This is an optimization exercise on Yosys and OpenROAD, whose aim is small area, not a production implementation. Function was checked by simulation only, so behaviour that the tests miss may differ from the original. Power is estimated from default activity; no workload was simulated.

==> run A: inputs <==
==> flow/design.v <==
module note2dds_1st_gen(
input wire CLK,
input wire RESET,
input wire [7:0] NOTE,
output wire [31:0] ADDER,
output wire ROUND
);
reg [3:0] K;
reg [3:0] S;
wire [5:0] m = NOTE[7:2];
reg [3:0] k_n;
always @(*) begin
  case (m)
    6'd0, 6'd1, 6'd2: k_n = 4'd13;
    6'd3, 6'd4, 6'd5: k_n = 4'd12;
    6'd6, 6'd7, 6'd8: k_n = 4'd11;
    6'd9, 6'd10, 6'd11: k_n = 4'd10;
    6'd12, 6'd13, 6'd14: k_n = 4'd9;
    6'd15, 6'd16, 6'd17: k_n = 4'd8;
    6'd18, 6'd19, 6'd20: k_n = 4'd7;
    6'd21, 6'd22, 6'd23: k_n = 4'd6;
    6'd24, 6'd25, 6'd26: k_n = 4'd5;
    6'd27, 6'd28, 6'd29: k_n = 4'd4;
    6'd30, 6'd31, 6'd32: k_n = 4'd3;
    6'd33, 6'd34, 6'd35: k_n = 4'd2;
    6'd36, 6'd37, 6'd38: k_n = 4'd1;
    default: k_n = 4'd0;
  endcase
end
wire [1:0] r_n = m % 3;
wire valid = NOTE < 8'd168;
always @(posedge CLK or posedge RESET) begin
  if (RESET)
    S[3:2] <= 2'b11;
  else if (valid)
    S[3:2] <= r_n;
end
always @(posedge CLK) begin
  if (valid) begin
    K <= k_n;
    S[1:0] <= NOTE[1:0];
  end
end
reg [24:0] B;
always @(*) begin
  case (S)
    4'd0: B = 25'd11506414;
    4'd1: B = 25'd12190621;
    4'd2: B = 25'd12915513;
    4'd3: B = 25'd13683509;
    4'd4: B = 25'd14497173;
    4'd5: B = 25'd15359220;
    4'd6: B = 25'd16272526;
    4'd7: B = 25'd17240141;
    4'd8: B = 25'd18265293;
    4'd9: B = 25'd19351404;
    4'd10: B = 25'd20502099;
    4'd11: B = 25'd21721217;
    default: B = 25'd0;
  endcase
end
wire [24:0] c0 = K[0] ? (B >> 1) : B;
wire [24:0] c1 = K[1] ? (c0 >> 2) : c0;
wire [24:0] c2 = K[2] ? (c1 >> 4) : c1;
wire [24:0] c3 = K[3] ? (c2 >> 8) : c2;
wire [24:0] C = c3;
assign ADDER = {8'd0, C[24:1]};
assign ROUND = C[0];
endmodule
module DDS(
input wire CLK,
input wire RESET,
input wire [31:0] ADDER,
input wire ROUND,
output wire [31:0] DDS
);
reg [31:0] P;
assign DDS = P;
wire [31:0] sum;
wire [24:0] c;
assign c[0] = ROUND;
wire [23:0] p = P[23:0] ^ ADDER[23:0];
wire [23:0] g = P[23:0] & ADDER[23:0];
wire g0c = g[0] | (p[0] & ROUND);
wire x1g = g[1] | (p[1] & g0c);
wire x1p = p[1] & p[0];
wire x2g = g[3] | (p[3] & g[2]);
wire x2p = p[3] & p[2];
wire x3g = g[5] | (p[5] & g[4]);
wire x3p = p[5] & p[4];
wire x4g = g[7] | (p[7] & g[6]);
wire x4p = p[7] & p[6];
wire x5g = g[9] | (p[9] & g[8]);
wire x5p = p[9] & p[8];
wire x6g = g[11] | (p[11] & g[10]);
wire x6p = p[11] & p[10];
wire x7g = g[13] | (p[13] & g[12]);
wire x7p = p[13] & p[12];
wire x8g = g[15] | (p[15] & g[14]);
wire x8p = p[15] & p[14];
wire x9g = g[17] | (p[17] & g[16]);
wire x9p = p[17] & p[16];
wire x10g = g[19] | (p[19] & g[18]);
wire x10p = p[19] & p[18];
wire x11g = g[21] | (p[21] & g[20]);
wire x11p = p[21] & p[20];
wire x12g = g[23] | (p[23] & g[22]);
wire x12p = p[23] & p[22];
wire x13g = x2g | (x2p & x1g);
wire x13p = x2p & x1p;
wire x14g = x4g | (x4p & x3g);
wire x14p = x4p & x3p;
wire x15g = x6g | (x6p & x5g);
wire x15p = x6p & x5p;
wire x16g = x8g | (x8p & x7g);
wire x16p = x8p & x7p;
wire x17g = x10g | (x10p & x9g);
wire x17p = x10p & x9p;
wire x18g = x12g | (x12p & x11g);
wire x18p = x12p & x11p;
wire x19g = x14g | (x14p & x13g);
wire x19p = x14p & x13p;
wire x20g = x16g | (x16p & x15g);
wire x20p = x16p & x15p;
wire x21g = x18g | (x18p & x17g);
wire x21p = x18p & x17p;
wire x22g = x20g | (x20p & x19g);
wire x22p = x20p & x19p;
wire x23g = x21g | (x21p & x22g);
wire x23p = x21p & x22p;
wire x24g = x15g | (x15p & x19g);
wire x24p = x15p & x19p;
wire x25g = x17g | (x17p & x22g);
wire x25p = x17p & x22p;
wire x26g = x3g | (x3p & x13g);
wire x26p = x3p & x13p;
wire x27g = x5g | (x5p & x19g);
wire x27p = x5p & x19p;
wire x28g = x7g | (x7p & x24g);
wire x28p = x7p & x24p;
wire x29g = x9g | (x9p & x22g);
wire x29p = x9p & x22p;
wire x30g = x11g | (x11p & x25g);
wire x30p = x11p & x25p;
wire x31g = g[2] | (p[2] & x1g);
wire x31p = p[2] & x1p;
wire x32g = g[4] | (p[4] & x13g);
wire x32p = p[4] & x13p;
wire x33g = g[6] | (p[6] & x26g);
wire x33p = p[6] & x26p;
wire x34g = g[8] | (p[8] & x19g);
wire x34p = p[8] & x19p;
wire x35g = g[10] | (p[10] & x27g);
wire x35p = p[10] & x27p;
wire x36g = g[12] | (p[12] & x24g);
wire x36p = p[12] & x24p;
wire x37g = g[14] | (p[14] & x28g);
wire x37p = p[14] & x28p;
wire x38g = g[16] | (p[16] & x22g);
wire x38p = p[16] & x22p;
wire x39g = g[18] | (p[18] & x29g);
wire x39p = p[18] & x29p;
wire x40g = g[20] | (p[20] & x25g);
wire x40p = p[20] & x25p;
wire x41g = g[22] | (p[22] & x30g);
wire x41p = p[22] & x30p;
assign c[1] = g0c;
assign c[2] = x1g;
assign c[3] = x31g;
assign c[4] = x13g;
assign c[5] = x32g;
assign c[6] = x26g;
assign c[7] = x33g;
assign c[8] = x19g;
assign c[9] = x34g;
assign c[10] = x27g;
assign c[11] = x35g;
assign c[12] = x24g;
assign c[13] = x36g;
assign c[14] = x28g;
assign c[15] = x37g;
assign c[16] = x22g;
assign c[17] = x38g;
assign c[18] = x29g;
assign c[19] = x39g;
assign c[20] = x25g;
assign c[21] = x40g;
assign c[22] = x30g;
assign c[23] = x41g;
assign c[24] = x23g;
assign sum[23:0] = p ^ c[23:0];
wire [7:0] hp;
assign hp[0] = 1'b1;
genvar k;
generate for (k=1;k<8;k=k+1) begin: ginc
 assign hp[k] = hp[k-1] & P[23+k];
end endgenerate
assign sum[31:24] = P[31:24] ^ ({8{c[24]}} & hp);
always @(posedge CLK or posedge RESET)
begin
  if (RESET)
    P <= 32'd0;
  else
    P <= sum;
end
endmodule
module form_wave (
input  wire [31:0] DDS,
input  wire [2:0]  form,
output wire [31:0] WAVE
);
wire [31:0] lower_or;
assign lower_or[0] = 1'b0;
genvar i;
generate
  for (i = 1; i < 32; i = i + 1) begin : g_or
    assign lower_or[i] = lower_or[i-1] | DDS[i-1];
  end
endgenerate
wire ramp = ~form[2] & ~(form[1] & form[0]);          
wire neg  = ~form[2] & (form[1] ? DDS[31] : form[0]) & ~(form[1] & form[0]);
wire sq   = (form == 3'b011) ? DDS[31] :
            (form == 3'b100) ? (DDS[31] & DDS[30]) : 1'b0;
assign WAVE = ({32{ramp}} & (DDS ^ ({32{neg}} & lower_or))) | {32{sq}};
endmodule
module dds_synth (
input  wire        CLK,
input  wire        RESET,
input  wire [7:0]  NOTE,
input  wire [2:0]  FORM,
output wire [31:0] WAVE
);
wire [31:0] ADDER;
wire        ROUND;
wire [31:0] DDS;
note2dds_1st_gen n2d (.CLK(CLK), .RESET(RESET), .NOTE(NOTE), .ADDER(ADDER), .ROUND(ROUND));
DDS dds2 (.CLK(CLK), .RESET(RESET), .ADDER(ADDER), .ROUND(ROUND), .DDS(DDS));
form_wave formw (.DDS(DDS), .form(FORM), .WAVE(WAVE));
endmodule
==> flow/flow/run.sh <==
#!/bin/bash
# Standard ORFS layout (the standard.sh) with three changes:
#  - synthesis maps with the ABC script in flow/abc_area.script;
#  - synthesis does not extract full/half adder cells (ADDER_MAP_FILE empty),
#    so ABC maps the adder logic itself.
#    Registers are unchanged: same count, names and cell types;
#  - the port buffers that buffer_ports inserts are sky130_fd_sc_hd__buf_1.
# Every tool's output is kept in the ORFS logs under orfs/logs/ and in
# flow_make.log here.
set -euo pipefail
rm -rf scripts_local
cp -r "$FLOW_HOME/scripts" scripts_local
cp flow/abc_area.script scripts_local/abc_area.script
bash standard.sh "SCRIPTS_DIR=$PWD/scripts_local" "ADDER_MAP_FILE=" \
  "BUFFER_PORTS_ARGS=-buffer_cell sky130_fd_sc_hd__buf_1" finish > flow_make.log 2>&1
==> flow/flow/abc_area.script <==
strash
dch
map -B 0.9
topo
stime -c
==> flow/standard.sh <==
#!/bin/bash
# synth_recipe.tcl (not shown) runs the flow's synth.tcl, then flattens the netlist and writes it again
# the make line also repeats each setting of config.mk as NAME=value (left out here)
make -C /OpenROAD-flow-scripts/flow DESIGN_CONFIG=/design/flow/config.mk WORK_HOME=/design/flow/orfs CLKGATE_MAP_FILE= SYNTH_SCRIPT=/design/flow/synth_recipe.tcl "${@:-finish}"
==> flow/config.mk <==
export PLATFORM = sky130hd
export DESIGN_NAME = dds_synth
export DESIGN_NICKNAME = dds_synth
export VERILOG_FILES = /design/flow/design.v
export SDC_FILE = /design/flow/constraint.sdc
export NUM_CORES = 4
export LEC_CHECK = 0
export ABC_AREA = 1
export CAP_MARGIN = 20
export CORE_MARGIN = 2
export CORE_UTILIZATION = 60
export CTS_BUF_LIST = sky130_fd_sc_hd__clkbuf_8
export SLEW_MARGIN = 20
==> flow/constraint.sdc <==
create_clock -name core_clock -period 6.0 [get_ports {CLK}]
set_input_delay 1.2000 -clock core_clock [delete_from_list [all_inputs] [get_ports {CLK}]]
set_output_delay 1.2000 -clock core_clock [all_outputs]
set_load 0.01 [all_outputs]
==> run B: changes against run A <==
--- a/flow/design.v
+++ b/flow/design.v
@@ -59,10 +59,10 @@
     default: B = 25'd0;
   endcase
 end
-wire [24:0] c0 = K[0] ? (B >> 1) : B;
-wire [24:0] c1 = K[1] ? (c0 >> 2) : c0;
-wire [24:0] c2 = K[2] ? (c1 >> 4) : c1;
-wire [24:0] c3 = K[3] ? (c2 >> 8) : c2;
+wire [24:0] c0 = K[3] ? (B >> 8) : B;
+wire [24:0] c1 = K[2] ? (c0 >> 4) : c0;
+wire [24:0] c2 = K[1] ? (c1 >> 2) : c1;
+wire [24:0] c3 = K[0] ? (c2 >> 1) : c2;
 wire [24:0] C = c3;
 assign ADDER = {8'd0, C[24:1]};
 assign ROUND = C[0];
@@ -209,18 +209,49 @@
 input  wire [2:0]  form,
 output wire [31:0] WAVE
 );
+wire ramp = ~form[2] & ~(form[1] & form[0]);          
+wire neg  = ~form[2] & ~(form[1] & form[0]) & (form[1] ? DDS[31] : form[0]);
+wire sq   = (form == 3'b011) ? DDS[31] :
+            (form == 3'b100) ? (DDS[31] & DDS[30]) : 1'b0;
 wire [31:0] lower_or;
 assign lower_or[0] = 1'b0;
-genvar i;
-generate
-  for (i = 1; i < 32; i = i + 1) begin : g_or
-    assign lower_or[i] = lower_or[i-1] | DDS[i-1];
-  end
-endgenerate
-wire ramp = ~form[2] & ~(form[1] & form[0]);          
-wire neg  = ~form[2] & (form[1] ? DDS[31] : form[0]) & ~(form[1] & form[0]);
-wire sq   = (form == 3'b011) ? DDS[31] :
-            (form == 3'b100) ? (DDS[31] & DDS[30]) : 1'b0;
+wire [4:0] grp;
+assign grp[0] = 1'b0;
+assign grp[1] = grp[0] | (|DDS[7:0]);
+assign lower_or[1] = grp[0] | (|DDS[0:0]);
+assign lower_or[2] = grp[0] | (|DDS[1:0]);
+assign lower_or[3] = grp[0] | (|DDS[2:0]);
+assign lower_or[4] = grp[0] | (|DDS[3:0]);
+assign lower_or[5] = grp[0] | (|DDS[4:0]);
+assign lower_or[6] = grp[0] | (|DDS[5:0]);
+assign lower_or[7] = grp[0] | (|DDS[6:0]);
+assign grp[2] = grp[1] | (|DDS[15:8]);
+assign lower_or[9] = grp[1] | (|DDS[8:8]);
+assign lower_or[10] = grp[1] | (|DDS[9:8]);
+assign lower_or[11] = grp[1] | (|DDS[10:8]);
+assign lower_or[12] = grp[1] | (|DDS[11:8]);
+assign lower_or[13] = grp[1] | (|DDS[12:8]);
+assign lower_or[14] = grp[1] | (|DDS[13:8]);
+assign lower_or[15] = grp[1] | (|DDS[14:8]);
+assign lower_or[8] = grp[1];
+assign grp[3] = grp[2] | (|DDS[23:16]);
+assign lower_or[17] = grp[2] | (|DDS[16:16]);
+assign lower_or[18] = grp[2] | (|DDS[17:16]);
+assign lower_or[19] = grp[2] | (|DDS[18:16]);
+assign lower_or[20] = grp[2] | (|DDS[19:16]);
+assign lower_or[21] = grp[2] | (|DDS[20:16]);
+assign lower_or[22] = grp[2] | (|DDS[21:16]);
+assign lower_or[23] = grp[2] | (|DDS[22:16]);
+assign lower_or[16] = grp[2];
+assign grp[4] = grp[3] | (|DDS[31:24]);
+assign lower_or[25] = grp[3] | (|DDS[24:24]);
+assign lower_or[26] = grp[3] | (|DDS[25:24]);
+assign lower_or[27] = grp[3] | (|DDS[26:24]);
+assign lower_or[28] = grp[3] | (|DDS[27:24]);
+assign lower_or[29] = grp[3] | (|DDS[28:24]);
+assign lower_or[30] = grp[3] | (|DDS[29:24]);
+assign lower_or[31] = grp[3] | (|DDS[30:24]);
+assign lower_or[24] = grp[3];
 assign WAVE = ({32{ramp}} & (DDS ^ ({32{neg}} & lower_or))) | {32{sq}};
 endmodule
 module dds_synth (
==> flow/flow/run.sh (replaced) <==
#!/bin/bash
# Standard ORFS layout (the standard.sh) with these changes:
#  - synthesis maps with the ABC script in flow/abc_area.script;
#  - synthesis does not extract full/half adder cells (ADDER_MAP_FILE empty),
#    so ABC maps the adder logic itself.
#    Registers are unchanged: same count, names and cell types;
#  - the port buffers that buffer_ports inserts are sky130_fd_sc_hd__buf_1;
#  - extra make variables, one per line, from flow/make_args.txt (if any).
# Every tool's output is kept in the ORFS logs under orfs/logs/ and in
# flow_make.log here.
set -euo pipefail
rm -rf scripts_local
cp -r "$FLOW_HOME/scripts" scripts_local
cp flow/abc_area.script scripts_local/abc_area.script
extra=()
if [[ -f flow/make_args.txt ]]; then
  while IFS= read -r line; do
    [[ -n "$line" ]] && extra+=("$line")
  done < flow/make_args.txt
fi
bash standard.sh "SCRIPTS_DIR=$PWD/scripts_local" "ADDER_MAP_FILE=" \
  "BUFFER_PORTS_ARGS=-buffer_cell sky130_fd_sc_hd__buf_1" "${extra[@]}" finish > flow_make.log 2>&1
==> flow/flow/abc_area.script (replaced) <==
strash
dch
amap -m
topo
stime -c
==> flow/flow/make_args.txt (new file) <==
CTS_ARGS=-sink_clustering_enable -repair_clock_nets -buf_list sky130_fd_sc_hd__clkbuf_8 -dont_use_dummy_load
--- a/flow/config.mk
+++ b/flow/config.mk
@@ -8,6 +8,7 @@
 export ABC_AREA = 1
 export CAP_MARGIN = 20
 export CORE_MARGIN = 2
-export CORE_UTILIZATION = 60
+export CORE_UTILIZATION = 67
 export CTS_BUF_LIST = sky130_fd_sc_hd__clkbuf_8
+export GPL_TIMING_DRIVEN = 0
 export SLEW_MARGIN = 20
==> run P: changes against run A <==
==> flow/flow/run.sh (replaced) <==
#!/bin/bash
# Standard ORFS layout (the standard.sh) with two changes:
#  - synthesis maps with the ABC script in flow/abc_area.script (no change to
#    the rest of the synthesis: same registers, same names and cell types);
#  - the port buffers that buffer_ports inserts are sky130_fd_sc_hd__buf_1.
# Every tool's output is kept in the ORFS logs under orfs/logs/ and in
# flow_make.log here.
set -euo pipefail
rm -rf scripts_local
cp -r "$FLOW_HOME/scripts" scripts_local
cp flow/abc_area.script scripts_local/abc_area.script
bash standard.sh "SCRIPTS_DIR=$PWD/scripts_local" \
  "BUFFER_PORTS_ARGS=-buffer_cell sky130_fd_sc_hd__buf_1" finish > flow_make.log 2>&1
==> flow/flow/abc_area.script (replaced) <==
strash
dch
map -D 4000
topo
stime -c
==> summary.txt <==
                                                                               run P                    run B                    run A
Worst Reg-to-Reg Cells                                                            38                       35                       23
Crit path kind                                                            reg -> out                in -> out               reg -> out
Share of the final layout cell area in sequential cells                        0.178                    0.225                    0.207
Synthesized netlist net count                                                    751                      605                      814
Upper clock frequency limit                                                  161 MHz                  173 MHz                  201 MHz
Post-synthesis instance area                                                4540 um2                 3910 um2                 4550 um2
Routed wire length                                                          14300 um                 12300 um                 12700 um
CP peak stage delay                                                          0.39 ns                  0.84 ns                  0.45 ns
Status                                                               failed layout checks  complete, no violations  complete, no violations
Reasons for failing layout checks                                       setup timing                        -                        -
Maximum number of pins on one net before global-route repair                      35                       35                       33
Vias                                                                            5253                     5089                     5492
Register area share after synthesis                                            0.228                    0.265                    0.227
Power dissipated in sequential cells                                        0.553 mW                 0.545 mW                 0.541 mW
Number of combinational gates with multiple inputs                               549                      496                      676
Worst path arrival time                                                      4.99 ns                  4.59 ns                  3.77 ns
Num rows                                                                          31                       27                       31
Share of synthesized area spent on multiplexers                              0.00662                        0                  0.00220
Multi-input gate share of the layout cell area                                 0.577                    0.620                    0.642
Simple-gate share of the synthesized area                                      0.250                    0.236                    0.479
Share of final-layout standard cells stronger than drive strength 1            0.194                    0.116                   0.0292
Via count of the first global-routing pass                                      4695                     4193                     4938
Total power                                                                  2.46 mW                  2.15 mW                  2.14 mW
FF/Latch Area                                                               1030 um2                 1040 um2                 1030 um2
Worst setup SP type                                                         register               input port                 register
Amount of wire on met2 after detailed routing                                7390 um                  5720 um                  5640 um
Comb power                                                                   1.66 mW                  1.43 mW                  1.35 mW
WL met3                                                                       716 um                  1300 um                   937 um

[afterwards: timing with drivers on the ports]
How much do the figures lean on ideal ports? The routed layouts below were timed once more, with nothing changed but the port constraints.
Step 1, drivers: a clkbuf_16 drives CLK and a buf_2 each remaining input, both assumed.
Step 2 times the ports against the registers' clock, not the clock port: input delays grow and output delays shrink by t, the midpoint of the rising clock arrivals with the driver on.
Three values: ideal ports, drivers, drivers and shift; two values: the first two.
run | t (ns) | setup slack, ns | pins driven straight from the clock port
run A | 0.334 | 1.028 / 0.997 / 1.331 | 1
run B | 0.337 | 0.211 / 0.179 / 0.179 | 1
run P | 0.348 | -0.193 / -0.228 / 0.120 | 1
For run B, which loses most, drivers alone change the setup slack by -0.032 ns; drivers and shift together by -0.032 ns.
